Context: an optimization exercise on an open-source flow, tuned for small area, a short achievable clock period and few clock cycles. The choices shown serve that exercise and are no tape-out recipe.
Function was checked by simulation only, so behaviour that the tests miss may differ from the original.
Power and IR drop assume default switching activity.

Setup of build 25:
// top
module top(
    input             clk,
    input             rst,
    input             read_n,
    input             start_in,
    input             valid_input,
    input      [7:0]  r_addr,
    input      [7:0]  X_load,
    output            ry,
    output     [8:0]  data_out,
    output            finish
);
Size: roughly 1400 flip-flops, roughly 32 I/O pins.
==> flow/config.mk <==
export PLATFORM = sky130hd
export DESIGN_NAME = top
export DESIGN_NICKNAME = top
export VERILOG_FILES = /design/flow/design.v
export SDC_FILE = /design/flow/constraint.sdc
export NUM_CORES = 4
export LEC_CHECK = 0
export CAP_MARGIN = 20
export CORE_MARGIN = 2
export CORE_UTILIZATION = 45
export CTS_CLUSTER_DIAMETER = 100
export CTS_CLUSTER_SIZE = 22
export SETUP_SLACK_MARGIN = 5
export SLEW_MARGIN = 20
==> flow/constraint.sdc <==
create_clock -name core_clock -period 8.0 [get_ports {clk}]
set_input_delay 1.6000 -clock core_clock [delete_from_list [all_inputs] [get_ports {clk}]]
set_output_delay 1.6000 -clock core_clock [all_outputs]
set_load 0.01 [all_outputs]
run.sh (not shown) runs the stock make flow with config.mk's settings and CLKGATE_MAP_FILE= SYNTH_SCRIPT=/design/flow/synth_recipe.tcl, a recipe that flattens the netlist after the stock synthesis.
Testbench counts of build 25, summed over its fixed seeds: cycles 5,344.
### build 25 -> build 15
Settings: TNS_END_PERCENT newly set to 10; SETUP_SLACK_MARGIN removed (was 5); CTS_CLUSTER_SIZE changed from 22 to 25.
==> flow/flow/run.sh (new file) <==
#!/bin/bash
set -euo pipefail
bash standard.sh SETUP_SLACK_MARGIN=5.3 finish > flow_make.log 2>&1
==> flow/standard.sh (new file) <==
#!/bin/bash
# synth_recipe.tcl (not shown) runs the flow's synth.tcl, then flattens the netlist and writes it again
# the make line also repeats each setting of config.mk as NAME=value (left out here)
make -C /OpenROAD-flow-scripts/flow DESIGN_CONFIG=/design/flow/config.mk WORK_HOME=/design/flow/orfs CLKGATE_MAP_FILE= SYNTH_SCRIPT=/design/flow/synth_recipe.tcl "${@:-finish}"
removed: flow/run.sh
==> run summary <==
- Looking at slowest cell on the critical path, the sky130_fd_sc_hd__dfxtp_4 result is from build 15; the sky130_fd_sc_hd__dfxtp_2 one comes from build 25.
- The run showing the smaller clock network power share is build 15.
- Changes observed in build 15 relative to build 25: xor/xnor cell area share of the yosys netlist stayed essentially flat; fraction of power spent switching nets picked up an extra 0.68 points.
- Build 25 → build 15: violation count after the first detailed-routing iteration +77, final wirelength higher.
- [diff] clock power, build 15 relative to build 25: improvement
- What build 15 reported for detailed-routed wire length on met3 has to be multiplied by 1.12 to get the figure for build 25.
- Comparing build 25 and build 15, the lower measured slew at the worst slew-check pin is on build 15.
- Taking build 25 as the reference, in build 15 post-layout net count climbed 17; clock-buffer cell count dropped 15.
- Of build 25 and build 15, the run reporting the lower cell area after layout was build 25.
Setup changes, build 15 to build 66
Settings: changing CTS_CLUSTER_SIZE from 25 to 22; removing TNS_END_PERCENT (formerly 10).
Results
Build 66 gives more via count than build 15 did. Net switching fraction of the power: build 66 < build 15. Sequential standard cell area delta (build 66 -> build 15): insignificant. What build 66 reported for combinational power has to be multiplied by 0.950 to get the figure for build 15. Looking at number of levels the H-tree was split into, build 66 sits above build 15. Comparing build 66 with build 15, the wire length of the first global-routing pass came out essentially unchanged.

---

top, a different RTL version from the one above (not shown whole).
Size in the first run: roughly 3000 cells after synthesis, ~1400 flip-flops, ~32 I/O pins, about 0.042 mm² of cells after synthesis.
// top
module top(
    input             clk,
    input             rst,
    input             read_n,
    input             start_in,
    input             valid_input,
    input      [7:0]  r_addr,
    input      [7:0]  X_load,
    output            ry,
    output     [8:0]  data_out,
    output            finish
);
Settings: LEC_CHECK=0, CAP_MARGIN=20, CORE_MARGIN=2, CORE_UTILIZATION=52, CTS_CLUSTER_DIAMETER=100, CTS_CLUSTER_SIZE=25, SLEW_MARGIN=20; clock period 8.0 ns.
standard.sh (not shown) runs the stock make flow with config.mk's settings and CLKGATE_MAP_FILE= SYNTH_SCRIPT=/design/flow/synth_recipe.tcl, a recipe that flattens the netlist after the stock synthesis.
==> flow/flow/run.sh <==
#!/bin/bash
set -euo pipefail
bash standard.sh SETUP_SLACK_MARGIN=5.2 finish > flow_make.log 2>&1
The first run produced a clean layout.
Testbench counts at the start, summed over its fixed seeds: cycles 5,360.
Next try:
==> flow/flow/run.sh (replaced) <==
#!/bin/bash
set -euo pipefail
bash standard.sh SETUP_SLACK_MARGIN=5.3 finish > flow_make.log 2>&1
Outcome: Worst setup slack improved by 14 ps; count of clock-buffer cells in the layout is unchanged; final area went up by 0.41%; total power barely changes; register-to-register slack improved by 90 ps; die area does not change; clock power stays flat; area after synthesis stays the same; wire length went up by 0.49%; sequential power hardly moves.

---

top, a different RTL version from the one above (not shown whole).
Size: ~3,200 cells after synthesis, roughly 1,400 flip-flops, about 32 I/O pins.
clock: 8.0 ns
lec_check: 0
cap_margin: 20
core_margin: 2
core_utilization: 60
cts_cluster_diameter: 100
cts_cluster_size: 28
setup_slack_margin: 5
slew_margin: 20
run.sh (not shown) runs the stock make flow with config.mk's settings and CLKGATE_MAP_FILE= SYNTH_SCRIPT=/design/flow/synth_recipe.tcl, a recipe that flattens the netlist after the stock synthesis.
Stock flow here: none of the scripts above is used.
Testbench counts at the start, summed over its fixed seeds: cycles 5,344.
Then changed:
==> flow/flow/run.sh (new file) <==
#!/bin/bash
set -euo pipefail
bash standard.sh SETUP_SLACK_MARGIN=5.3 finish > flow_make.log 2>&1
==> flow/standard.sh (new file) <==
#!/bin/bash
# synth_recipe.tcl (not shown) runs the flow's synth.tcl, then flattens the netlist and writes it again
# the make line also repeats each setting of config.mk as NAME=value (left out here)
make -C /OpenROAD-flow-scripts/flow DESIGN_CONFIG=/design/flow/config.mk WORK_HOME=/design/flow/orfs CLKGATE_MAP_FILE= SYNTH_SCRIPT=/design/flow/synth_recipe.tcl "${@:-finish}"
- CORE_UTILIZATION: 60 -> 45
- SETUP_SLACK_MARGIN: 5 -> not set
removed: flow/run.sh
Outcome: The new run completed without violations. Routed wire length climbs by a few percent. Worst setup slack gains 0.031 ns. Worst hold slack gains 0.0081 ns. Die area goes up by a quarter to a third. Core utilization shrinks by 15 points. Critical path depth does not change. Maximum frequency came out higher slightly. Cell area goes up by a few percent. Total power goes up by a few percent.

---

top, a different RTL version from the one above (not shown whole).
Size: roughly 3200 cells after synthesis, about 1400 flip-flops, about 43000 um^2 of cells after synthesis.
Design top, start of the top module:
module top(
    input             clk,
    input             rst,
    input             read_n,
    input             start_in,
    input             valid_input,
    input      [7:0]  r_addr,
    input      [7:0]  X_load,
    output            ry,
    output     [8:0]  data_out,
    output            finish
);
export LEC_CHECK = 0
export CAP_MARGIN = 20
export CORE_MARGIN = 2
export CORE_UTILIZATION = 45
export CTS_CLUSTER_DIAMETER = 100
export CTS_CLUSTER_SIZE = 28
export SETUP_SLACK_MARGIN = 5
export SLEW_MARGIN = 20
create_clock -name core_clock -period 8.0 [get_ports {clk}]
Stock flow here: none of the scripts above is used.
The baseline went through all stages and came out clean.
Testbench counts at the start, summed over its fixed seeds: cycles 5,344.
Rerun with:
==> flow/flow/run.sh (new file) <==
#!/bin/bash
set -euo pipefail
bash standard.sh SETUP_SLACK_MARGIN=5.3 finish > flow_make.log 2>&1
==> flow/standard.sh (new file) <==
#!/bin/bash
# synth_recipe.tcl (not shown) runs the flow's synth.tcl, then flattens the netlist and writes it again
# the make line also repeats each setting of config.mk as NAME=value (left out here)
make -C /OpenROAD-flow-scripts/flow DESIGN_CONFIG=/design/flow/config.mk WORK_HOME=/design/flow/orfs CLKGATE_MAP_FILE= SYNTH_SCRIPT=/design/flow/synth_recipe.tcl "${@:-finish}"
--- a/flow/config.mk
+++ b/flow/config.mk
@@ -12,3 +12,2 @@
 export CTS_CLUSTER_SIZE = 28
-export SETUP_SLACK_MARGIN = 5
 export SLEW_MARGIN = 20
removed: flow/run.sh
After rerunning: The new run completed with no timing, DRC or antenna violations. Setup slack is worse by 0.012 ns. Synthesized area does not change. Flip-flop and latch count does not change.

---

## the previous run
top with an RTL version that a note above also has.
Size: roughly 3100 cells after synthesis, ~0.043 mm² of cells after synthesis.
Settings: LEC_CHECK=0, CAP_MARGIN=20, CORE_MARGIN=2, CORE_UTILIZATION=45, CTS_CLUSTER_DIAMETER=100, CTS_CLUSTER_SIZE=25, SLEW_MARGIN=20, TNS_END_PERCENT=0; clock period 8.0 ns.
standard.sh (not shown) runs the stock make flow with config.mk's settings and CLKGATE_MAP_FILE= SYNTH_SCRIPT=/design/flow/synth_recipe.tcl, a recipe that flattens the netlist after the stock synthesis.
==> flow/flow/run.sh <==
#!/bin/bash
set -euo pipefail
bash standard.sh SETUP_SLACK_MARGIN=5.3 finish > flow_make.log 2>&1
The previous run completed; timing, DRC and antenna clean
Testbench counts of the previous run, summed over its fixed seeds: cycles 5,344.
Relative to the previous run, the following input files were edited for the current run:
- TNS_END_PERCENT no longer set, was 0
==> flow/flow/run.sh <==
#!/bin/bash
set -euo pipefail
bash standard.sh SETUP_SLACK_MARGIN=5.5 finish > flow_make.log 2>&1
Notes after the runs:
- The current run vs. the previous run: summed area of non-filler cells in the final layout climbed 4.1%; core utilization picked up an extra 2.0 points; fmax held; met2 track utilization from global routing went up 0.46 points.
- The current run -> the previous run: worst setup slack flat
- The sequential cell area was comparable across the previous run and the current run.
- Changes observed in the current run relative to the previous run: via density per instance saw an increase; fraction of final layout cells sized beyond drive strength 1 has increased; clock power level; wire length went up 4500 µm.
- Between the previous run and the current run, the flow reports via count of the first global-routing pass increasing slightly.

-- static timing again, ports no longer ideal --
How much do the figures lean on ideal ports? The routed layouts below were timed once more, with nothing changed but the port constraints. Step 1 (the two cells are an assumption about what drives the block):
set clk [get_ports {clk}]
set_driving_cell -lib_cell sky130_fd_sc_hd__clkbuf_16 $clk
set_driving_cell -lib_cell sky130_fd_sc_hd__buf_2 [delete_from_list [all_inputs] $clk]
Step 2 also shifts input and output timing later by t, the mid clock arrival at the registers, as if the neighbouring blocks saw the same clock. Three values: no drivers, after step 1, after step 2; two values: the first two.
run	t, ns	setup WS [ns]	slew at the worst register clock pin (ns)	worst slew at a driven data input, ns
build 25	0.712	5.063 / 4.991 / 4.568	0.09 / 0.09	0.04
build 15	0.735	5.195 / 5.127 / 4.610	0.11 / 0.11	0.04
build 66	0.704	5.240 / 5.170 / 4.678	0.09 / 0.09	0.04
the first run of note 2	0.728	5.266 / 5.201 / 4.679	0.10 / 0.10	0.04
the second run of note 2	0.727	5.280 / 5.211 / 4.713	0.10 / 0.10	0.04
the first run of note 3	0.714	4.893 / 4.893 / 4.581	0.11 / 0.11	0.05
the second run of note 3	0.714	4.924 / 4.924 / 4.691	0.11 / 0.11	0.04
the first run of note 4	0.724	5.016 / 5.001 / 4.553	0.12 / 0.12	0.05
the second run of note 4	0.710	5.004 / 5.004 / 4.773	0.12 / 0.12	0.06
the previous run	0.732	5.200 / 5.130 / 4.601	0.11 / 0.11	0.04
the current run	0.742	5.199 / 5.127 / 4.774	0.10 / 0.10	0.06
After both steps every run listed still meets setup and hold. The setup slack of the previous run, which loses most, moves by -0.070 ns with the drivers and by -0.599 ns with both steps.
